This is an optimization exercise on Yosys and OpenROAD, whose aim is small area and a short achievable clock period, not a production implementation.
The RTL was checked by simulation tests, not by an equivalence proof against the original design.
Power is estimated from default activity; no workload was simulated.

**design/flow/flow/run.sh**
```bash
#!/bin/bash
# Layout flow: the standard flow (standard.sh, unchanged synthesis),
# with the port buffers made of buf_2 cells instead of the slow delay-cell
# buffers (clkdlybuf4s50) the flow otherwise picks.
set -euo pipefail
echo 'export BUFFER_PORTS_ARGS = -buffer_cell sky130_fd_sc_hd__buf_2' >> config.mk
bash standard.sh > standard_flow.log 2>&1
```
**design/flow/standard.sh**
```bash
#!/bin/bash
# synth_recipe.tcl (not shown) runs the flow's synth.tcl, then flattens the netlist and writes it again
# the make line also repeats each setting of config.mk as NAME=value (left out here)
make -C /OpenROAD-flow-scripts/flow DESIGN_CONFIG=/design/flow/config.mk WORK_HOME=/design/flow/orfs CLKGATE_MAP_FILE= SYNTH_SCRIPT=/design/flow/synth_recipe.tcl "${@:-finish}"
```
**design/flow/config.mk**
```make
export PLATFORM = sky130hd
export DESIGN_NAME = core_pipeline
export DESIGN_NICKNAME = core_pipeline
export VERILOG_FILES = /design/flow/design.v
export SDC_FILE = /design/flow/constraint.sdc
export NUM_CORES = 4
export LEC_CHECK = 0
export CAP_MARGIN = 20
export CORE_MARGIN = 2
export CORE_UTILIZATION = 60
export PLACE_DENSITY = 0.7
export SETUP_SLACK_MARGIN = 3.6
export SLEW_MARGIN = 20
export SYNTH_HIERARCHICAL = 1
export TNS_END_PERCENT = 0
export BUFFER_PORTS_ARGS = -buffer_cell sky130_fd_sc_hd__buf_2
```
**design/flow/constraint.sdc**
```tcl
create_clock -name core_clock -period 7.0 [get_ports {i_clk}]
set_input_delay 1.4000 -clock core_clock [delete_from_list [all_inputs] [get_ports {i_clk}]]
set_output_delay 1.4000 -clock core_clock [all_outputs]
set_load 0.01 [all_outputs]
```
**design/flow/design.v**
```verilog
`timescale 1ns / 1ps
module rf_read_port
    #(parameter DATA_SIZE = 32, parameter GATED = 32)
    (
    input wire [8 * DATA_SIZE - 1:0] i_rf,
    input wire [7:0] i_sel,
    input wire i_fwd_res,
    input wire [DATA_SIZE - 1:0] i_wr_result,
    input wire i_fwd_ld,
    input wire [DATA_SIZE - 1:0] i_data,
    input wire i_en,
    output wire [DATA_SIZE - 1:0] o_value,
    output wire [GATED - 1:0] o_gated
    );
    wire [3 * DATA_SIZE - 1:0] t;
    rf_read_terms #(.DATA_SIZE(DATA_SIZE)) TERMS (
        .i_rf(i_rf), .i_sel(i_sel), .i_fwd_res(i_fwd_res), .i_wr_result(i_wr_result), .o_t(t));
    rf_read_final #(.DATA_SIZE(DATA_SIZE), .GATED(GATED)) FINAL (
        .i_t(t), .i_fwd_ld(i_fwd_ld), .i_data(i_data), .i_en(i_en),
        .o_value(o_value), .o_gated(o_gated));
endmodule
module rf_read_terms
    #(parameter DATA_SIZE = 32)
    (
    input wire [8 * DATA_SIZE - 1:0] i_rf,
    input wire [7:0] i_sel,
    input wire i_fwd_res,
    input wire [DATA_SIZE - 1:0] i_wr_result,
    output wire [3 * DATA_SIZE - 1:0] o_t
    );
    wire [DATA_SIZE - 1:0] r0 = i_rf[0 * DATA_SIZE +: DATA_SIZE];
    wire [DATA_SIZE - 1:0] r1 = i_rf[1 * DATA_SIZE +: DATA_SIZE];
    wire [DATA_SIZE - 1:0] r2 = i_rf[2 * DATA_SIZE +: DATA_SIZE];
    wire [DATA_SIZE - 1:0] r3 = i_rf[3 * DATA_SIZE +: DATA_SIZE];
    wire [DATA_SIZE - 1:0] r4 = i_rf[4 * DATA_SIZE +: DATA_SIZE];
    wire [DATA_SIZE - 1:0] r5 = i_rf[5 * DATA_SIZE +: DATA_SIZE];
    wire [DATA_SIZE - 1:0] r6 = i_rf[6 * DATA_SIZE +: DATA_SIZE];
    wire [DATA_SIZE - 1:0] r7 = i_rf[7 * DATA_SIZE +: DATA_SIZE];
    assign o_t[0 * DATA_SIZE +: DATA_SIZE] = ~(({DATA_SIZE{i_sel[0]}} & r0) | ({DATA_SIZE{i_sel[1]}} & r1) |
                                               ({DATA_SIZE{i_sel[2]}} & r2));
    assign o_t[1 * DATA_SIZE +: DATA_SIZE] = ~(({DATA_SIZE{i_sel[3]}} & r3) | ({DATA_SIZE{i_sel[4]}} & r4) |
                                               ({DATA_SIZE{i_sel[5]}} & r5));
    assign o_t[2 * DATA_SIZE +: DATA_SIZE] = ~(({DATA_SIZE{i_sel[6]}} & r6) | ({DATA_SIZE{i_sel[7]}} & r7) |
                                               ({DATA_SIZE{i_fwd_res}} & i_wr_result));
endmodule
module rf_read_final
    #(parameter DATA_SIZE = 32, parameter GATED = 32)
    (
    input wire [3 * DATA_SIZE - 1:0] i_t,
    input wire i_fwd_ld,
    input wire [DATA_SIZE - 1:0] i_data,
    input wire i_en,
    output wire [DATA_SIZE - 1:0] o_value,
    output wire [GATED - 1:0] o_gated
    );
    wire [DATA_SIZE - 1:0] d_n = ~({DATA_SIZE{i_fwd_ld}} & i_data);
    wire [DATA_SIZE - 1:0] all_n = i_t[0 * DATA_SIZE +: DATA_SIZE] & i_t[1 * DATA_SIZE +: DATA_SIZE] &
                                   i_t[2 * DATA_SIZE +: DATA_SIZE];
    assign o_value = ~(all_n & d_n);
    assign o_gated = {GATED{i_en}} & o_value[GATED - 1:0];
endmodule
module zero_detect
    #(parameter DATA_SIZE = 32)
    (
    input wire [DATA_SIZE - 1:0] i_x,
    output wire o_zero
    );
    assign o_zero = ~|i_x;
endmodule
module add_unit
    #(parameter DATA_SIZE = 32)
    (
    input wire [DATA_SIZE - 1:0] i_q,
    input wire [DATA_SIZE - 1:0] i_p,
    input wire i_sub,
    output wire [DATA_SIZE - 1:0] o_sum,
    output wire [DATA_SIZE - 1:0] o_and,
    output wire [DATA_SIZE - 1:0] o_xor,
    output wire [DATA_SIZE - 1:0] o_nor
    );
    wire [DATA_SIZE - 1:0] c;
    wire [DATA_SIZE - 1:0] b;
    add_xor #(.DATA_SIZE(DATA_SIZE)) INV (.i_q(i_p), .i_p({DATA_SIZE{i_sub}}), .o_xor(b));
    add_xor #(.DATA_SIZE(DATA_SIZE)) PROP (.i_q(i_q), .i_p(b), .o_xor(o_xor));
    add_and #(.DATA_SIZE(DATA_SIZE)) GEN (.i_q(i_q), .i_b(b), .o_and(o_and), .o_nor(o_nor));
    add_prefix #(.DATA_SIZE(DATA_SIZE)) CARRY (.i_g(o_and), .i_p(o_xor), .i_cin(i_sub), .o_c(c));
    add_sum #(.DATA_SIZE(DATA_SIZE)) SUM (.i_p(o_xor), .i_c(c), .o_sum(o_sum));
endmodule
module add_xor
    #(parameter DATA_SIZE = 32)
    (
    input wire [DATA_SIZE - 1:0] i_q,
    input wire [DATA_SIZE - 1:0] i_p,
    output wire [DATA_SIZE - 1:0] o_xor
    );
    assign o_xor = i_q ^ i_p;
endmodule
module add_and
    #(parameter DATA_SIZE = 32)
    (
    input wire [DATA_SIZE - 1:0] i_q,
    input wire [DATA_SIZE - 1:0] i_b,
    output wire [DATA_SIZE - 1:0] o_and,
    output wire [DATA_SIZE - 1:0] o_nor
    );
    assign o_and = i_q & i_b;
    assign o_nor = ~(i_q | i_b);
endmodule
module add_prefix
    #(parameter DATA_SIZE = 32)
    (
    input wire [DATA_SIZE - 1:0] i_g,
    input wire [DATA_SIZE - 1:0] i_p,
    input wire i_cin,
    output wire [DATA_SIZE - 1:0] o_c
    );
    wire [DATA_SIZE - 1:0] g0 = {i_g[DATA_SIZE - 2:0], i_cin};
    wire [DATA_SIZE - 1:0] p0 = {i_p[DATA_SIZE - 2:0], 1'b0};
    wire [15:0] L0_T_g, L0_T_p;
    add_prefix_aoi #(.K(16), .WITH_P(1)) L0_T (
        .i_g_hi({g0[31], g0[29], g0[27], g0[25], g0[23], g0[21], g0[19], g0[17], g0[15], g0[13], g0[11], g0[9], g0[7], g0[5], g0[3], g0[1]}),
        .i_p_hi({p0[31], p0[29], p0[27], p0[25], p0[23], p0[21], p0[19], p0[17], p0[15], p0[13], p0[11], p0[9], p0[7], p0[5], p0[3], p0[1]}),
        .i_g_lo({g0[30], g0[28], g0[26], g0[24], g0[22], g0[20], g0[18], g0[16], g0[14], g0[12], g0[10], g0[8], g0[6], g0[4], g0[2], g0[0]}),
        .i_p_lo({p0[30], p0[28], p0[26], p0[24], p0[22], p0[20], p0[18], p0[16], p0[14], p0[12], p0[10], p0[8], p0[6], p0[4], p0[2], 1'b0}),
        .o_g(L0_T_g), .o_p(L0_T_p));
    wire gi_0 = ~L0_T_g[0];
    wire gi_1 = ~L0_T_g[2];
    wire gi_2 = ~L0_T_g[4];
    wire gi_3 = ~L0_T_g[6];
    wire gi_4 = ~L0_T_g[8];
    wire gi_5 = ~L0_T_g[10];
    wire gi_6 = ~L0_T_g[12];
    wire gi_7 = ~L0_T_g[14];
    wire pi_8 = ~L0_T_p[0];
    wire pi_9 = ~L0_T_p[2];
    wire pi_10 = ~L0_T_p[4];
    wire pi_11 = ~L0_T_p[6];
    wire pi_12 = ~L0_T_p[8];
    wire pi_13 = ~L0_T_p[10];
    wire pi_14 = ~L0_T_p[12];
    wire pi_15 = ~L0_T_p[14];
    wire [7:0] L1_T_g, L1_T_p;
    add_prefix_aoi #(.K(8), .WITH_P(1)) L1_T (
        .i_g_hi({g0[30], g0[26], g0[22], g0[18], g0[14], g0[10], g0[6], g0[2]}),
        .i_p_hi({p0[30], p0[26], p0[22], p0[18], p0[14], p0[10], p0[6], p0[2]}),
        .i_g_lo({gi_7, gi_6, gi_5, gi_4, gi_3, gi_2, gi_1, gi_0}),
        .i_p_lo({pi_15, pi_14, pi_13, pi_12, pi_11, pi_10, pi_9, pi_8}),
        .o_g(L1_T_g), .o_p(L1_T_p));
    wire [7:0] L1_N_g, L1_N_p;
    add_prefix_oai #(.K(8), .WITH_P(1)) L1_N (
        .i_g_hi({L0_T_g[15], L0_T_g[13], L0_T_g[11], L0_T_g[9], L0_T_g[7], L0_T_g[5], L0_T_g[3], L0_T_g[1]}),
        .i_p_hi({L0_T_p[15], L0_T_p[13], L0_T_p[11], L0_T_p[9], L0_T_p[7], L0_T_p[5], L0_T_p[3], L0_T_p[1]}),
        .i_g_lo({L0_T_g[14], L0_T_g[12], L0_T_g[10], L0_T_g[8], L0_T_g[6], L0_T_g[4], L0_T_g[2], L0_T_g[0]}),
        .i_p_lo({L0_T_p[14], L0_T_p[12], L0_T_p[10], L0_T_p[8], L0_T_p[6], L0_T_p[4], L0_T_p[2], L0_T_p[0]}),
        .o_g(L1_N_g), .o_p(L1_N_p));
    wire [7:0] L2_T_g, L2_T_p;
    add_prefix_aoi #(.K(8), .WITH_P(1)) L2_T (
        .i_g_hi({L1_N_g[7], g0[28], L1_N_g[5], g0[20], L1_N_g[3], g0[12], L1_N_g[1], g0[4]}),
        .i_p_hi({L1_N_p[7], p0[28], L1_N_p[5], p0[20], L1_N_p[3], p0[12], L1_N_p[1], p0[4]}),
        .i_g_lo({L1_N_g[6], L1_N_g[6], L1_N_g[4], L1_N_g[4], L1_N_g[2], L1_N_g[2], L1_N_g[0], L1_N_g[0]}),
        .i_p_lo({L1_N_p[6], L1_N_p[6], L1_N_p[4], L1_N_p[4], L1_N_p[2], L1_N_p[2], L1_N_p[0], L1_N_p[0]}),
        .o_g(L2_T_g), .o_p(L2_T_p));
    wire gi_16 = ~L1_N_g[0];
    wire gi_17 = ~L1_N_g[2];
    wire gi_18 = ~L1_N_g[4];
    wire gi_19 = ~L1_N_g[6];
    wire pi_20 = ~L1_N_p[0];
    wire pi_21 = ~L1_N_p[2];
    wire pi_22 = ~L1_N_p[4];
    wire pi_23 = ~L1_N_p[6];
    wire [7:0] L2_N_g, L2_N_p;
    add_prefix_oai #(.K(8), .WITH_P(1)) L2_N (
        .i_g_hi({L1_T_g[7], L0_T_g[14], L1_T_g[5], L0_T_g[10], L1_T_g[3], L0_T_g[6], L1_T_g[1], L0_T_g[2]}),
        .i_p_hi({L1_T_p[7], L0_T_p[14], L1_T_p[5], L0_T_p[10], L1_T_p[3], L0_T_p[6], L1_T_p[1], L0_T_p[2]}),
        .i_g_lo({gi_19, gi_19, gi_18, gi_18, gi_17, gi_17, gi_16, gi_16}),
        .i_p_lo({pi_23, pi_23, pi_22, pi_22, pi_21, pi_21, pi_20, pi_20}),
        .o_g(L2_N_g), .o_p(L2_N_p));
    wire gi_24 = ~L2_T_g[1];
    wire gi_25 = ~L2_T_g[5];
    wire pi_26 = ~L2_T_p[1];
    wire pi_27 = ~L2_T_p[5];
    wire [7:0] L3_T_g, L3_T_p;
    add_prefix_aoi #(.K(8), .WITH_P(1)) L3_T (
        .i_g_hi({L2_N_g[7], L2_N_g[6], L1_N_g[6], g0[24], L2_N_g[3], L2_N_g[2], L1_N_g[2], g0[8]}),
        .i_p_hi({L2_N_p[7], L2_N_p[6], L1_N_p[6], p0[24], L2_N_p[3], L2_N_p[2], L1_N_p[2], p0[8]}),
        .i_g_lo({gi_25, gi_25, gi_25, gi_25, gi_24, gi_24, gi_24, gi_24}),
        .i_p_lo({pi_27, pi_27, pi_27, pi_27, pi_26, pi_26, pi_26, pi_26}),
        .o_g(L3_T_g), .o_p(L3_T_p));
    wire [7:0] L3_N_g, L3_N_p;
    add_prefix_oai #(.K(8), .WITH_P(1)) L3_N (
        .i_g_hi({L2_T_g[7], L2_T_g[6], L1_T_g[6], L0_T_g[12], L2_T_g[3], L2_T_g[2], L1_T_g[2], L0_T_g[4]}),
        .i_p_hi({L2_T_p[7], L2_T_p[6], L1_T_p[6], L0_T_p[12], L2_T_p[3], L2_T_p[2], L1_T_p[2], L0_T_p[4]}),
        .i_g_lo({L2_T_g[5], L2_T_g[5], L2_T_g[5], L2_T_g[5], L2_T_g[1], L2_T_g[1], L2_T_g[1], L2_T_g[1]}),
        .i_p_lo({L2_T_p[5], L2_T_p[5], L2_T_p[5], L2_T_p[5], L2_T_p[1], L2_T_p[1], L2_T_p[1], L2_T_p[1]}),
        .o_g(L3_N_g), .o_p(L3_N_p));
    wire [7:0] L4_T_g, L4_T_p;
    add_prefix_aoi #(.K(8), .WITH_P(0)) L4_T (
        .i_g_hi({L3_N_g[7], L3_N_g[6], L3_N_g[5], L3_N_g[4], L2_N_g[5], L2_N_g[4], L1_N_g[4], g0[16]}),
        .i_p_hi({L3_N_p[7], L3_N_p[6], L3_N_p[5], L3_N_p[4], L2_N_p[5], L2_N_p[4], L1_N_p[4], p0[16]}),
        .i_g_lo({L3_N_g[3], L3_N_g[3], L3_N_g[3], L3_N_g[3], L3_N_g[3], L3_N_g[3], L3_N_g[3], L3_N_g[3]}),
        .i_p_lo({L3_N_p[3], L3_N_p[3], L3_N_p[3], L3_N_p[3], L3_N_p[3], L3_N_p[3], L3_N_p[3], L3_N_p[3]}),
        .o_g(L4_T_g), .o_p(L4_T_p));
    wire gi_28 = ~L3_N_g[3];
    wire pi_29 = ~L3_N_p[3];
    wire [7:0] L4_N_g, L4_N_p;
    add_prefix_oai #(.K(8), .WITH_P(0)) L4_N (
        .i_g_hi({L3_T_g[7], L3_T_g[6], L3_T_g[5], L3_T_g[4], L2_T_g[5], L2_T_g[4], L1_T_g[4], L0_T_g[8]}),
        .i_p_hi({L3_T_p[7], L3_T_p[6], L3_T_p[5], L3_T_p[4], L2_T_p[5], L2_T_p[4], L1_T_p[4], L0_T_p[8]}),
        .i_g_lo({gi_28, gi_28, gi_28, gi_28, gi_28, gi_28, gi_28, gi_28}),
        .i_p_lo({pi_29, pi_29, pi_29, pi_29, pi_29, pi_29, pi_29, pi_29}),
        .o_g(L4_N_g), .o_p(L4_N_p));
    assign o_c = {L4_T_g[7], L4_N_g[7], L4_N_g[6], L4_T_g[6], L4_N_g[5], L4_T_g[5], L4_T_g[4], L4_N_g[4], L4_N_g[3], L4_T_g[3], L4_T_g[2], L4_N_g[2], L4_T_g[1], L4_N_g[1], L4_N_g[0], L4_T_g[0], L3_N_g[3], L3_T_g[3], L3_T_g[2], L3_N_g[2], L3_T_g[1], L3_N_g[1], L3_N_g[0], L3_T_g[0], L2_T_g[1], L2_N_g[1], L2_N_g[0], L2_T_g[0], L1_N_g[0], L1_T_g[0], L0_T_g[0], g0[0]};
endmodule
module add_sum
    #(parameter DATA_SIZE = 32)
    (
    input wire [DATA_SIZE - 1:0] i_p,
    input wire [DATA_SIZE - 1:0] i_c,
    output wire [DATA_SIZE - 1:0] o_sum
    );
    assign o_sum = i_p ^ i_c ^ 32'h96696996;
endmodule
module add_prefix_aoi
    #(parameter K = 16, parameter WITH_P = 1)
    (
    input wire [K - 1:0] i_g_hi,
    input wire [K - 1:0] i_p_hi,
    input wire [K - 1:0] i_g_lo,
    input wire [K - 1:0] i_p_lo,
    output wire [K - 1:0] o_g,
    output wire [K - 1:0] o_p
    );
    assign o_g = ~(i_g_hi | (i_p_hi & i_g_lo));
    assign o_p = WITH_P ? ~(i_p_hi & i_p_lo) : {K{1'b0}};
endmodule
module add_prefix_oai
    #(parameter K = 16, parameter WITH_P = 1)
    (
    input wire [K - 1:0] i_g_hi,
    input wire [K - 1:0] i_p_hi,
    input wire [K - 1:0] i_g_lo,
    input wire [K - 1:0] i_p_lo,
    output wire [K - 1:0] o_g,
    output wire [K - 1:0] o_p
    );
    assign o_g = ~(i_g_hi & (i_p_hi | i_g_lo));
    assign o_p = WITH_P ? ~(i_p_hi | i_p_lo) : {K{1'b0}};
endmodule
module shift_unit
    #(parameter DATA_SIZE = 32)
    (
    input wire [DATA_SIZE - 1:0] i_q,
    input wire [4:0] i_n,
    input wire i_left,
    input wire i_arith,
    output wire [DATA_SIZE - 1:0] o_value,
    output wire o_fill
    );
    assign o_fill = i_arith & i_q[DATA_SIZE - 1];
    wire [3:0] a = 4'b0001 << i_n[1:0];
    wire [3:0] b = 4'b0001 << i_n[3:2];
    wire [DATA_SIZE - 1:0] x1, x2;
    shift_step_a #(.DATA_SIZE(DATA_SIZE)) STEP_A (
        .i_x(i_q), .i_fill(o_fill), .i_sel_r(a & {4{~i_left}}), .i_sel_l(a & {4{i_left}}), .o_y(x1));
    shift_step_b #(.DATA_SIZE(DATA_SIZE)) STEP_B (
        .i_x(x1), .i_fill(o_fill), .i_sel(b), .o_y(x2));
    shift_step_c #(.DATA_SIZE(DATA_SIZE)) STEP_C (
        .i_x(x2), .i_fill(o_fill), .i_n4(i_n[4]), .o_y(o_value));
endmodule
module shift_step_a
    #(parameter DATA_SIZE = 32)
    (
    input wire [DATA_SIZE - 1:0] i_x,
    input wire i_fill,
    input wire [3:0] i_sel_r,
    input wire [3:0] i_sel_l,
    output reg [DATA_SIZE - 1:0] o_y
    );
    integer i, k;
    always @(*)
    begin
        for (i = 0; i < DATA_SIZE; i = i + 1)
        begin
            o_y[i] = 1'b0;
            for (k = 0; k < 4; k = k + 1)
                if (i + k < DATA_SIZE)
                    o_y[i] = o_y[i] | (i_sel_r[k] & i_x[i + k]) | (i_sel_l[k] & i_x[DATA_SIZE - 1 - i - k]);
                else
                    o_y[i] = o_y[i] | (i_sel_r[k] & i_fill);
        end
    end
endmodule
module shift_step_b
    #(parameter DATA_SIZE = 32)
    (
    input wire [DATA_SIZE - 1:0] i_x,
    input wire i_fill,
    input wire [3:0] i_sel,
    output reg [DATA_SIZE - 1:0] o_y
    );
    integer i, k;
    always @(*)
    begin
        for (i = 0; i < DATA_SIZE; i = i + 1)
        begin
            o_y[i] = 1'b0;
            for (k = 0; k < 4; k = k + 1)
                o_y[i] = o_y[i] | (i_sel[k] & ((i + 4 * k < DATA_SIZE) ? i_x[i + 4 * k] : i_fill));
        end
    end
endmodule
module shift_step_c
    #(parameter DATA_SIZE = 32)
    (
    input wire [DATA_SIZE - 1:0] i_x,
    input wire i_fill,
    input wire i_n4,
    output wire [DATA_SIZE - 1:0] o_y
    );
    assign o_y = i_n4 ? {{(DATA_SIZE / 2){i_fill}}, i_x[DATA_SIZE - 1:DATA_SIZE / 2]} : i_x;
endmodule
module result_rest
    #(parameter DATA_SIZE = 32)
    (
    input wire [DATA_SIZE - 1:0] i_and,
    input wire [DATA_SIZE - 1:0] i_xor,
    input wire [DATA_SIZE - 1:0] i_nor,
    input wire i_sel_and,
    input wire i_sel_xor,
    input wire i_sel_nor,
    input wire [DATA_SIZE - 1:0] i_const,
    output wire [DATA_SIZE - 1:0] o_rest_n
    );
    assign o_rest_n = ~(({DATA_SIZE{i_sel_and}} & i_and) | ({DATA_SIZE{i_sel_xor}} & i_xor) |
                        ({DATA_SIZE{i_sel_nor}} & i_nor) | i_const);
endmodule
module result_final
    #(parameter DATA_SIZE = 32)
    (
    input wire [DATA_SIZE - 1:0] i_rest_n,
    input wire [DATA_SIZE - 1:0] i_sum,
    input wire i_sel_sum,
    input wire [DATA_SIZE - 1:0] i_shr,
    input wire [DATA_SIZE - 1:0] i_sel_shr,
    input wire [DATA_SIZE - 1:0] i_shl,
    input wire i_sel_shl,
    output wire [DATA_SIZE - 1:0] o_result
    );
    wire [DATA_SIZE - 1:0] sum_n = ~({DATA_SIZE{i_sel_sum}} & i_sum);
    wire [DATA_SIZE - 1:0] sh_n = ~((i_sel_shr & i_shr) | ({DATA_SIZE{i_sel_shl}} & i_shl));
    assign o_result = ~(i_rest_n & sum_n & sh_n);
endmodule
`timescale 1ns / 1ps
module core_pipeline
    #(
      parameter ADDRESS_SIZE = 10,
      parameter DATA_SIZE = 32
     )
    (
    input wire i_clk,
    input wire i_rst_n,
    input wire i_sys_stop,
    input wire i_sys_start,
    input wire signed [DATA_SIZE - 1:0] i_data,
    input wire [15:0] i_instruction,
    output wire o_read,
    output wire o_write,
    output wire [ADDRESS_SIZE - 1:0] o_address,
    output wire signed [DATA_SIZE - 1:0] o_data,
    output wire [ADDRESS_SIZE - 1:0] o_program_counter
    );
    reg r_sys_halt;
    always @(posedge i_clk)
    begin
        if (i_sys_stop)
            r_sys_halt <= 1'b1;
        else if (i_sys_start)
            r_sys_halt <= 1'b0;
    end
    reg [ADDRESS_SIZE - 1:0] r_pc;      
    reg [15:0] r_ir_read;               
    reg [15:0] r_ir_exec;               
    reg        r_wr_we;                 
    reg        r_wr_load;               
    reg [2:0]  r_wr_dest;               
    reg [DATA_SIZE - 1:0] r_wr_result;  
    reg [DATA_SIZE - 1:0] r_rf [0:7];   
    wire [15:0] ir = r_ir_exec;
    wire g_alu  = ir[15:14] == 2'b11;
    wire g_brl  = ir[15:14] == 2'b01;
    wire g_mem  = ir[15:14] == 2'b00;
    wire g_ctrl = ir[15:14] == 2'b10;
    wire i_arith = g_alu & ~ir[13];
    wire i_logic = g_alu & ir[13] & ~ir[9];
    wire i_halt  = g_alu & ir[9];
    wire i_loadc = g_mem & (ir[13:12] == 2'b01);
    reg r_ex_store, r_ex_load;           
    wire i_store = r_ex_store;
    wire i_load  = r_ex_load;
    wire i_shl   = g_brl & ir[13];
    wire i_shr   = g_brl & ~ir[13];
    wire ex_we = (g_alu & ~ir[9]) | g_brl | i_loadc | i_load;
    wire [2:0] ex_dest = g_mem ? ir[10:8] : ir[8:6];
    wire [15:0] ir_rd = r_ir_read;
    wire [2:0] rd_idx_p = ir_rd[2:0];
    wire [2:0] rd_idx_q = (ir_rd[15:14] == 2'b11) ? ir_rd[5:3] :
                          (ir_rd[15:12] == 4'b0011) ? ir_rd[2:0] :
                          (ir_rd[15:14] == 2'b00) ? ir_rd[10:8] : ir_rd[8:6];
    wire rd_fwd_p = ex_we & (ex_dest == rd_idx_p);
    wire rd_fwd_q = ex_we & (ex_dest == rd_idx_q);
    reg [7:0] r_sel_p, r_sel_q;
    reg r_fwd_p_res, r_fwd_p_ld, r_fwd_q_res, r_fwd_q_ld;
    integer s;
    always @(posedge i_clk)
    begin
        if (~r_sys_halt)
        begin
            for (s = 0; s < 8; s = s + 1)
            begin
                r_sel_p[s] <= ~rd_fwd_p & (rd_idx_p == s);
                r_sel_q[s] <= ~rd_fwd_q & (rd_idx_q == s);
            end
            r_fwd_p_res <= rd_fwd_p & ~i_load;
            r_fwd_p_ld <= rd_fwd_p & i_load;
            r_fwd_q_res <= rd_fwd_q & ~i_load;
            r_fwd_q_ld <= rd_fwd_q & i_load;
        end
    end
    wire [8 * DATA_SIZE - 1:0] rf_flat = {r_rf[7], r_rf[6], r_rf[5], r_rf[4],
                                          r_rf[3], r_rf[2], r_rf[1], r_rf[0]};
    wire [DATA_SIZE - 1:0] op_p, op_q;
    wire [DATA_SIZE - 1:0] w_data_out;
    wire [ADDRESS_SIZE - 1:0] w_address_out;
    rf_read_port #(.DATA_SIZE(DATA_SIZE), .GATED(DATA_SIZE)) READ_P (
        .i_rf(rf_flat), .i_sel(r_sel_p), .i_fwd_res(r_fwd_p_res), .i_wr_result(r_wr_result),
        .i_fwd_ld(r_fwd_p_ld), .i_data(i_data), .i_en(i_store), .o_value(op_p), .o_gated(w_data_out));
    rf_read_port #(.DATA_SIZE(DATA_SIZE), .GATED(ADDRESS_SIZE)) READ_Q (
        .i_rf(rf_flat), .i_sel(r_sel_q), .i_fwd_res(r_fwd_q_res), .i_wr_result(r_wr_result),
        .i_fwd_ld(r_fwd_q_ld), .i_data(i_data), .i_en(i_load | i_store), .o_value(op_q), .o_gated(w_address_out));
    wire [DATA_SIZE - 1:0] w_wr_value = r_wr_load ? i_data : r_wr_result;
    wire sub = ~ir[13] & ir[12];
    wire [DATA_SIZE - 1:0] sum, g0, p0, n0;
    add_unit #(.DATA_SIZE(DATA_SIZE)) ADDER (
        .i_q(op_q), .i_p(op_p), .i_sub(sub),
        .o_sum(sum), .o_and(g0), .o_xor(p0), .o_nor(n0));
    wire lg_a = i_logic & (ir[11] ? ir[12] : ~ir[12]);                       
    wire lg_x = i_logic & (ir[12] ? ~(ir[11] | ir[10]) : (ir[11] | ir[10]));  
    wire lg_n = i_logic & ir[12];                                             
    function [DATA_SIZE - 1:0] rev;
        input [DATA_SIZE - 1:0] x;
        integer k;
        begin
            for (k = 0; k < DATA_SIZE; k = k + 1)
                rev[k] = x[DATA_SIZE - 1 - k];
        end
    endfunction
    wire [DATA_SIZE - 1:0] sh_r;
    wire sh_fill;
    shift_unit #(.DATA_SIZE(DATA_SIZE)) SHIFTER (
        .i_q(op_q), .i_n(g_brl ? ir[4:0] : 5'd0), .i_left(i_shl), .i_arith(ir[12]),
        .o_value(sh_r), .o_fill(sh_fill));
    wire s_add = i_arith;
    wire s_shr = (i_shr & ~ir[5]) | g_mem;
    wire s_shl = i_shl & ~ir[5];
    wire s_fill = i_shr & ir[5] & sh_fill;
    wire [DATA_SIZE - 1:0] s_shr_v = {{(DATA_SIZE - 8){s_shr}}, {8{s_shr & ~i_loadc}}};
    wire [DATA_SIZE - 1:0] rest_n, result;
    result_rest #(.DATA_SIZE(DATA_SIZE)) RESULT_REST (
        .i_and(g0), .i_xor(p0), .i_nor(n0), .i_sel_and(lg_a), .i_sel_xor(lg_x), .i_sel_nor(lg_n),
        .i_const({{(DATA_SIZE - 8){s_fill}}, {8{s_fill}} | ({8{i_loadc}} & ir[7:0])}),
        .o_rest_n(rest_n));
    result_final #(.DATA_SIZE(DATA_SIZE)) RESULT (
        .i_rest_n(rest_n), .i_sum(sum), .i_sel_sum(s_add),
        .i_shr(sh_r), .i_sel_shr(s_shr_v), .i_shl(rev(sh_r)), .i_sel_shl(s_shl),
        .o_result(result));
    assign o_read = i_load;
    assign o_write = i_store;
    assign o_address = w_address_out;   
    assign o_data = w_data_out;         
    wire q_zero;
    zero_detect #(.DATA_SIZE(DATA_SIZE)) Q_ZERO (.i_x(op_q), .o_zero(q_zero));
    reg cond;
    always @(*)
    begin
        case (ir[11:9])
            3'd0: cond = op_q[DATA_SIZE - 1];
            3'd1: cond = ~op_q[DATA_SIZE - 1];
            3'd2: cond = q_zero;
            3'd3: cond = ~q_zero;
            default: cond = 1'b0;
        endcase
    end
    wire take = g_ctrl & (~ir[12] | cond);
    wire [ADDRESS_SIZE - 1:0] target = ir[13] ? op_p[ADDRESS_SIZE - 1:0] :
        r_pc + {{(ADDRESS_SIZE - 6){ir[5]}}, ir[5:0]};
    always @(posedge i_clk, negedge i_rst_n)
    begin
        if (~i_rst_n)
            r_pc <= 0;
        else if (~r_sys_halt)
        begin
            if (take)
                r_pc <= target;
            else if (~i_halt)
                r_pc <= r_pc + 1'b1;
        end
    end
    assign o_program_counter = r_pc;
    always @(posedge i_clk, negedge i_rst_n)
    begin
        if (~i_rst_n)
        begin
            r_ir_read[15:11] <= 5'd0;
            r_ir_exec[15:11] <= 5'd0;
            r_ex_store <= 1'b0;
            r_ex_load <= 1'b0;
        end
        else if (~r_sys_halt)
        begin
            if (take)
            begin
                r_ir_read[15:11] <= 5'd0;
                r_ir_exec[15:11] <= 5'd0;
                r_ex_store <= 1'b0;
                r_ex_load <= 1'b0;
            end
            else
            begin
                r_ir_read[15:11] <= i_instruction[15:11];
                r_ir_exec[15:11] <= r_ir_read[15:11];
                r_ex_store <= (r_ir_read[15:12] == 4'b0010);
                r_ex_load <= (r_ir_read[15:12] == 4'b0011);
            end
        end
    end
    always @(posedge i_clk)
    begin
        if (~r_sys_halt)
        begin
            r_ir_read[10:0] <= i_instruction[10:0];
            r_ir_exec[10:0] <= r_ir_read[10:0];
        end
    end
    always @(posedge i_clk, negedge i_rst_n)
    begin
        if (~i_rst_n)
            r_wr_we <= 1'b0;
        else if (~r_sys_halt)
            r_wr_we <= ex_we;
    end
    always @(posedge i_clk)
    begin
        if (~r_sys_halt)
        begin
            r_wr_load <= i_load;
            r_wr_dest <= ex_dest;
            r_wr_result <= result;
        end
    end
    integer r;
    always @(posedge i_clk, negedge i_rst_n)
    begin
        if (~i_rst_n)
        begin
            for (r = 0; r < 8; r = r + 1)
                r_rf[r] <= 0;
        end
        else if (r_wr_we)
            r_rf[r_wr_dest] <= w_wr_value;
    end
endmodule
```
==> results of run 1 <==
==> path summary, 6_finish.rpt <==
check	from	endpoint	slack, ps	cells after the start
min in group asynchronous	i_rst_n	r_rf[0][27]	850	1
worst max register to register	r_sel_p[1]	r_wr_result[15]	3210	15
worst max-delay path	r_sel_p[1]	r_wr_result[15]	3210	15
worst min register to register	r_ir_read[3]	r_ir_exec[3]	460	0
worst min-delay path	r_ir_read[3]	r_ir_exec[3]	460	0
max in group asynchronous	i_rst_n	r_rf[4][15]	4710	2
==> metrics by stage <==
stage | worst slack, ps | power, W | util (%) | instance area [um^2]
finish | 3210 | 0.0129 | 69.7 | 27000
detailed placement | 2220 | 0.00967 | 61.9 | 24000
global route | 3020 | 0.0135 | 69.7 | 27000
CTS | 3350 | 0.0122 | 68.2 | 26400
global placement | 2300 | 0.00950 | 61.9 | 24000
floorplan | 3200 | 0.00799 | - | 23700
==> cell type report <==
cell class              count  area, um^2
repair buffers            308        2180
clock buffers              61        1150
well taps                 518         648
fillers                  3001       11700
clock inverters             9         136
inverters                  42         163
flip-flops and latches    358        9350
multi-input cells        1939       13400
==> registers in the layout, indices dropped and copies added (netlist names) <==
register	flops
r_wr_result	32
r_fwd_p_res	1
r_rf	256
r_wr_dest	3
r_fwd_p_ld	1
r_sys_halt	1
r_fwd_q_ld	1
r_ex_load	1
r_pc	10
r_ir_exec	16
r_ex_store	1
r_wr_load	1
r_fwd_q_res	1
r_ir_read	16
r_wr_we	1
r_sel_p	8
r_sel_q	8
==> worst max-delay path, cell delays in order (launching register included) <==
cell,delay (ps)
edfxtp_1,410
buf_8,250
a222oi_1,410
nand4_1,140
buf_4,180
xor2_2,260
xor2_2,150
buf_4,170
a21oi_2,170
o21ai_4,110
a21oi_4,300
o21ai_4,150
buf_4,170
xor2_1,150
a22oi_1,200
nand3_1,220
==> layout by cell type (no fill, tap or decap), drive strengths merged, types with 11 or more instances in the layout <==
master  instances
clkbuf         61
nor2          207
and2           45
a41oi          44
mux2i          37
edfxtp         78
a211oi         38
o21ai         187
a21oi         185
nand2         344
xor2           81
xnor2          26
buf           308
nor3           11
nand4         101
a222oi        193
nand3          53
inv            42
a22oi         189
mux2           36
dfrtp         279
a22o           32
==> what timing repair did <==
item	4_1_cts	5_1_grt
setup buffers	109	46
resized for setup	59	45
pin swaps	81	73
hold buffers	0	0
endpoints found under the setup margin	96	96
==> power by group through the flow <==
stage | sequential, W | combinational (W) | clock, W
final | 0.00392 | 0.00683 | 0.00212
after CTS | 0.00387 | 0.00624 | 0.00212
after floorplan | 0.00366 | 0.00433 | 0
after global routing | 0.00401 | 0.00726 | 0.00221
after global placement | 0.00384 | 0.00566 | 0
after detailed placement | 0.00389 | 0.00578 | 0
==> layer usage <==
layer	global-route usage [%]	vias to the layer above	share of wire (%)
li1	-	10163	-
met1	57.7	11608	36
met2	66.5	1967	44
met3	11.6	448	14
met4	25.0	2	6.2
met5	0.357	-	0.014
==> results.py, run 1 <==
metrics = {
    "cts": {
        "clkTransAtPathRegs_ps": 60,
        "clockBufferDepth": 3,
        "clock_latency_ps": 580,
        "cts.sinks": 358,
        "cts_buffers": 39,
        "ctsHtreeMaxLevel": 2,
        "clock-root-buffer": "clkbuf_16",
        "cts_tree": "yes",
    },
    "synthesis": {
        "synth_area_mm2": 0.0236,
        "syn_avg_cell_area_um2": 9.24,
        "synth_nets": 2618,
        "syn_inst": 2555,
        "yosysWarnings": 10,
    },
    "timing": {
        "max_slew_margin_pct": 20.3,
        "drv_slew": 0,
        "min_period_over_period_pct": 54.2,
        "max_freq_ghz": 0.264,
        "fin_crit_ps": 3790,
        "hold_viol_final": 0,
        "setup_viol": 0,
        "skew_ps": 21.4,
        "rsz0062_at_grt": "true",
        "setup_tns_ps": 0,
        "holdWs_ps": 463,
        "tightestPinTransition_ps": 1190,
    },
    "drt": {
        "num_vias": 24188,
        "drt_iter0_markers": 4836,
        "drcViolationCount": 0,
        "ant_nets": 0,
        "wire_per_inst_um": 28.8,
        "routed_wl_um": 93200,
        "first_pass_iters": 14,
        "via_per_inst": 7.48,
    },
    "setup_path": {
        "arrival_ps": 4050,
        "end_kind": "register",
        "cp-start-kind": "register",
        "crit_path_max_fanout": 32,
        "critPathKind": "reg2reg",
        "crit_required_ps": 7250,
    },
    "die": {
        "die_x_um": 202,
        "die_h_um": 202,
        "boundaryPins": 106,
        "fp-row-count": 72,
        "start_util_pct": 61.0,
        "core-area_mm2": 0.0387,
        "dieArea_mm2": 0.0410,
    },
    "pwr": {
        "clkPwrFrac_pct": 16.5,
        "p_leak_nw": 10.7,
        "p_int_w": 0.00702,
        "vdd_drop_max_mv": 0.280,
        "pwr-share-seq_pct": 30.5,
        "switching_share_pct": 45.5,
        "combinationalPowerShare_pct": 53.1,
        "pwr_density_cell_mw_per_mm2": 477,
        "p_sw_w": 0.00586,
    },
    "global_route": {
        "grt_overflow": 0,
        "grt_pass1_vias": 22789,
        "grt_use_total_pct": 44.1,
        "grt_max_degree": 155,
        "grt_pass1_wl_um": 138000,
        "antenna_found_initial": 2,
    },
    "place": {
        "dp_hpwl_um": 54900,
        "gp_congestion": 1.01,
        "dp.cells": 3010,
        "port_buffers": 105,
    },
    "finish": {
        "drive_gt1_share_pct": 21.3,
        "nets": 2751,
        "final-instance-count-excl-fill": 3235,
        "antenna_cells": 0,
        "area_delta_synth_final_pct": 14.4,
    },
    "outcome": {
        "run_status": "finished clean",
    },
    "flow_run": {
        "maxCapViolCount": 0,
    },
    "hold_path": {
        "hp-class": "reg2reg",
    },
}
==> run 2, diff against run 1 <==
--- a/design/flow/config.mk
+++ b/design/flow/config.mk
@@ -7,8 +7,8 @@
 export LEC_CHECK = 0
 export CAP_MARGIN = 20
 export CORE_MARGIN = 2
-export CORE_UTILIZATION = 60
-export PLACE_DENSITY = 0.7
+export CORE_UTILIZATION = 45
+export PLACE_DENSITY = 0.55
 export SETUP_SLACK_MARGIN = 3.6
 export SLEW_MARGIN = 20
 export SYNTH_HIERARCHICAL = 1
==> results.py, run 2 <==
metrics = {
    "outcome": {
        "run_status": "finished clean",
    },
    "drt": {
        "ant_nets": 0,
        "num_vias": 23341,
        "wire_per_inst_um": 28.2,
        "drt_iter0_markers": 3954,
        "via_per_inst": 6.87,
        "first_pass_iters": 11,
        "routed_wl_um": 95700,
        "drcViolationCount": 0,
    },
    "die": {
        "die_h_um": 233,
        "die_x_um": 233,
        "fp-row-count": 83,
        "dieArea_mm2": 0.0543,
        "core-area_mm2": 0.0516,
        "start_util_pct": 45.7,
        "boundaryPins": 106,
    },
    "timing": {
        "hold_viol_final": 0,
        "setup_tns_ps": 0,
        "fin_crit_ps": 3890,
        "drv_slew": 0,
        "max_freq_ghz": 0.257,
        "max_slew_margin_pct": 28.3,
        "skew_ps": 26.3,
        "holdWs_ps": 449,
        "tightestPinTransition_ps": 1070,
        "setup_viol": 0,
        "rsz0062_at_grt": "true",
        "min_period_over_period_pct": 55.6,
    },
    "setup_path": {
        "crit_buf_inv": 5,
        "arrival_ps": 4200,
        "slowest_delay_ps": 430,
        "end_kind": "register",
        "worstPathCellList": "buf_4, buf_4, a222oi_1, nand4_1, buf_4, buf_4, and2_1, a21oi_2, o21ai_2, a21oi_4, inv_1, a21oi_1, xnor2_1, a22oi_1, nand3_1",
        "crit_required_ps": 7310,
        "cpMostUsedCell": "buf_4",
        "crit_path_max_fanout": 18,
        "cp-start-kind": "register",
        "worst_path_dominant_cell_family": "compound AO/OA/AOI/OAI gates",
        "critPathKind": "reg2reg",
        "crit_path_top_delay_cell": "a222oi_1",
    },
    "global_route": {
        "grt_use_total_pct": 34.7,
        "grt_pass1_wl_um": 142000,
        "grt_pass1_vias": 22327,
        "antenna_found_initial": 0,
        "grt_max_degree": 123,
        "grt_overflow": 0,
    },
    "pwr": {
        "p_leak_nw": 10.7,
        "pwr_density_cell_mw_per_mm2": 469,
        "vdd_drop_max_mv": 0.197,
    },
    "cts": {
        "clkTransAtPathRegs_ps": 60,
        "cts_tree": "yes",
        "ctsHtreeMaxLevel": 2,
        "clockBufferDepth": 3,
        "clock_latency_ps": 600,
        "cts_buffers": 42,
        "hold_buffers": 0,
        "clock-root-buffer": "clkbuf_16",
        "cts.sinks": 358,
    },
    "finish": {
        "nets": 2746,
        "antenna_cells": 0,
        "layout_commonest_cell": "nand2_1",
        "final-instance-count-excl-fill": 3396,
        "layout_common_cells": "nand2_1 (340), dfrtp_1 (278), nor2_1 (195), a222oi_1 (193), a22oi_1 (183)",
        "top_regs": "r_rf x256, r_wr_result x32",
        "final_area_mm2": 0.0272,
        "top_register": "r_rf",
        "largest_register_ffs": 256,
        "drive_gt1_share_pct": 21.0,
        "area_delta_synth_final_pct": 15.1,
    },
    "synthesis": {
        "syn_avg_cell_area_um2": 9.24,
        "syn_inst": 2555,
        "yosysWarnings": 10,
        "synth_nets": 2618,
        "synth_area_mm2": 0.0236,
    },
    "place": {
        "dpl_cell_area_mm2": 0.0242,
        "gp_congestion": 0.982,
        "port_buffers": 105,
        "dp_hpwl_um": 58100,
        "dp.cells": 3177,
    },
    "flow_run": {
        "maxCapViolCount": 0,
    },
    "hold_path": {
        "hp-class": "reg2reg",
    },
}
==> run 2: path summary, 6_finish.rpt <==
| check | startpoint | to | slack (ps) | depth (start not counted) |
|---|---|---|---|---|
| max reg2reg | r_sel_q[0] | r_wr_result[11] | 3110 | 15 |
| min reg2reg | r_ir_read[3] | r_ir_exec[3] | 450 | 0 |
| min | r_ir_read[3] | r_ir_exec[3] | 450 | 0 |
| max in group asynchronous | i_rst_n | r_rf[1][24] | 4710 | 2 |
| max | r_sel_q[0] | r_wr_result[11] | 3110 | 15 |
| min in group asynchronous | i_rst_n | r_rf[3][28] | 810 | 1 |
==> run 2: layer usage <==
metal,part of all wire [%],track usage [%],vias up
met2,44,52.9,1538
met3,11,8.11,320
met1,39,45.8,11335
li1,-,-,10148
met5,0,0,-
met4,5.2,18.4,0
==> run 2: where the power goes <==
| part | internal [W] | switching [W] | leakage, nW |
|---|---|---|---|
| Clock | 0.00121 | 0.000942 | 0.655 |
| Combinational | 0.00262 | 0.00405 | 6.09 |
| Sequential | 0.00310 | 0.000819 | 3.94 |
==> run 2: timing repair <==
item | 4_1_cts | 5_1_grt
endpoints found under the setup margin | 96 | 96
pin swaps | 80 | 31
gates resized for setup | 52 | 44
cloned | 0 | 0
setup buffers | 122 | 20
==> run 2: cell type report <==
cell class	count	area, um^2
fill	4779	24400
multi-input combinational	1939	13300
sequential	358	9350
timing repair buffer	300	2150
clock buffer	53	1150
tap	680	851
inverter	42	169
clock inverter	24	164
==> run 2: per-stage QoR <==
stage	power (W)	setup WS, ps	utilization (%)
after floorplan	0.00799	3200	-
after global placement	0.00961	2020	46.9
after detailed placement	0.00974	1910	46.9
after CTS	0.0124	3260	51.9
after global routing	0.0135	3040	52.6
final	0.0127	3110	52.6
==> run 3, diff against run 2 <==
--- a/design/flow/config.mk
+++ b/design/flow/config.mk
@@ -7,8 +7,8 @@
 export LEC_CHECK = 0
 export CAP_MARGIN = 20
 export CORE_MARGIN = 2
-export CORE_UTILIZATION = 45
-export PLACE_DENSITY = 0.55
+export CORE_UTILIZATION = 50
+export PLACE_DENSITY = 0.5
 export SETUP_SLACK_MARGIN = 3.6
 export SLEW_MARGIN = 20
 export SYNTH_HIERARCHICAL = 1
==> results.py, run 3 <==
metrics = {
    "die": {
        "die_x_um": 221,
        "start_util_pct": 50.7,
        "boundaryPins": 106,
        "fp-row-count": 79,
        "dieArea_mm2": 0.0490,
        "core-area_mm2": 0.0466,
        "die_h_um": 221,
    },
    "setup_path": {
        "crit_path_max_fanout": 17,
        "crit_path_top_delay_cell": "edfxtp_1",
        "end_kind": "register",
        "cp-start-kind": "register",
        "worst_path_dominant_cell_family": "compound AO/OA/AOI/OAI gates",
        "worstPathCellList": "buf_6, buf_8, a222oi_1, nand4_1, buf_4, buf_4, buf_4, and2_2, a222oi_1, nand3_1, a221o_1, mux2_4, a22oi_1, nand3_1",
        "crit_buf_inv": 5,
        "critPathKind": "reg2reg",
        "crit_required_ps": 7310,
        "slowest_delay_ps": 380,
        "arrival_ps": 4070,
        "cpMostUsedCell": "buf_4",
    },
    "pwr": {
        "finalPower_w": 0.0128,
        "vdd_drop_max_mv": 0.318,
        "pwr_density_cell_mw_per_mm2": 468,
        "p_leak_nw": 10.8,
    },
    "global_route": {
        "grt_overflow": 0,
        "antenna_found_initial": 4,
        "grt_use_total_pct": 38.0,
        "grt_pass1_vias": 22239,
        "grt_pass1_wl_um": 142000,
        "grt_max_degree": 151,
    },
    "timing": {
        "hold_viol_final": 0,
        "max_freq_ghz": 0.266,
        "fin_crit_ps": 3760,
        "drv_slew": 0,
        "tightestPinTransition_ps": 1080,
        "setup_tns_ps": 0,
        "rsz0062_at_grt": "true",
        "max_slew_margin_pct": 28.1,
        "holdWs_ps": 452,
        "skew_ps": 28.0,
        "setup_viol": 0,
        "min_period_over_period_pct": 53.7,
    },
    "synthesis": {
        "synth_area_mm2": 0.0236,
        "syn_inst": 2555,
        "yosysWarnings": 10,
        "syn_avg_cell_area_um2": 9.24,
        "synth_nets": 2618,
    },
    "cts": {
        "clockBufferDepth": 3,
        "clkTransAtPathRegs_ps": 60,
        "clock-root-buffer": "clkbuf_16",
        "hold_buffers": 0,
        "cts_tree": "yes",
        "cts.sinks": 358,
        "clock_latency_ps": 570,
        "cts_buffers": 41,
        "ctsHtreeMaxLevel": 2,
    },
    "place": {
        "port_buffers": 105,
        "dp_hpwl_um": 59700,
        "gp_congestion": 1.03,
    },
    "finish": {
        "nFillCells": 4092,
        "top_regs": "r_rf x256, r_wr_result x32",
        "largest_register_ffs": 256,
        "layout_commonest_cell": "nand2_1",
        "area_delta_synth_final_pct": 16.0,
        "layout_common_cells": "nand2_1 (340), dfrtp_1 (277), nor2_1 (196), a222oi_1 (193), buf_4 (190)",
        "top_register": "r_rf",
        "nets": 2766,
        "drive_gt1_share_pct": 22.0,
    },
    "drt": {
        "num_vias": 23808,
        "drcViolationCount": 0,
        "routed_wl_um": 97000,
        "ant_nets": 0,
        "drt_iter0_markers": 4343,
        "via_per_inst": 7.12,
        "wire_per_inst_um": 29.0,
        "first_pass_iters": 11,
    },
    "outcome": {
        "run_status": "finished clean",
    },
    "hold_path": {
        "hp-class": "reg2reg",
    },
    "flow_run": {
        "maxCapViolCount": 0,
    },
}
run 3: layer usage:
metal  vias up  global-route usage [%]  part of all wire (%)
met5         -                       0                0.0082
met4         2                    18.5                   5.3
met3       314                    9.20                    12
met2      1700                    57.9                    44
met1     11610                    50.8                    39
li1      10182                       -                     -
run 3: through the flow:
stage / cells / setup slack [ps] / utilization (%) / area [um^2]
after floorplan: 2555 / 3200 / - / 23700
after global placement: 3102 / 1980 / 51.8 / 24100
after detailed placement: 3102 / 1920 / 51.8 / 24100
after CTS: 3316 / 3360 / 58.0 / 27000
after global routing: 3343 / 3160 / 58.8 / 27400
final: 3344 / 3240 / 58.8 / 27400
run 3: cell type report:
class	count	area [um^2]	area share, %
antenna	2	5.00	0.0183
clock buffer	65	1240	4.52
clock inverter	10	61.3	0.224
inverter	42	166	0.608
multi-input combinational	1939	13400	49.1
sequential	358	9350	34.1
tap	607	759	2.77
timing repair buffer	321	2380	8.67
run 3: final timing paths:
kind / from / end / slack [ps] / cells past startpoint
min in group asynchronous: i_rst_n / r_rf[0][27] / 770 / 1
worst max-delay path: r_sel_q[6] / r_wr_result[6] / 3240 / 14
worst min-delay path: r_ir_read[5] / r_ir_exec[5] / 450 / 0
worst min register to register: r_ir_read[5] / r_ir_exec[5] / 450 / 0
max in group asynchronous: i_rst_n / r_ir_exec[14] / 4800 / 2
worst max register to register: r_sel_q[6] / r_wr_result[6] / 3240 / 14
run 3: repair_timing:
item | in CTS | in global routing
endpoints found under the hold margin | 0 | 0
resized for setup | 93 | 34
pin swaps | 96 | 62
gates cloned | 1 | 0
setup endpoints to repair | 96 | 96
buffers inserted | 138 | 26
run 3: power breakdown:
group | leakage (nW) | switching, W | internal (W) | total (W)
registers | 3.94 | 0.000866 | 0.00310 | 0.00396
clock network | 0.636 | 0.000897 | 0.00121 | 0.00211
logic | 6.26 | 0.00409 | 0.00265 | 0.00674
total | 10.8 | 0.00585 | 0.00696 | 0.0128

[re-timing with driven ports]
The flow's constraints put no driver on any port. The routed layouts listed below were extracted and timed again, unchanged, in two steps.
Step 1 sets driving cells, clkbuf_16 on the clock port and buf_2 on the other inputs (assumed; they add their load-dependent delay and slew).
Step 2 moves the port delays by t, midway between the first and last clock arrival at a register: inputs arrive t later, outputs are due t later. That takes back most of the time a late clock gives input paths.
Slacks: ideal / step 1 / step 2; pairs: ideal / step 1.
| run | t, ns | setup slack, ns | slew at the worst register clock pin (ns) | cell pins on the clock port's net |
|---|---|---|---|---|
| run 1 | 0.623 | 3.208 / 3.154 / 2.734 | 0.07 / 0.07 | 1 |
| run 2 | 0.645 | 3.110 / 3.110 / 2.703 | 0.06 / 0.06 | 1 |
| run 3 | 0.624 | 3.244 / 3.220 / 2.847 | 0.07 / 0.07 | 1 |
After both steps setup and hold are still met in every run listed. For run 1, which loses most, drivers alone change the setup slack by -0.054 ns; drivers and shift together by -0.474 ns.
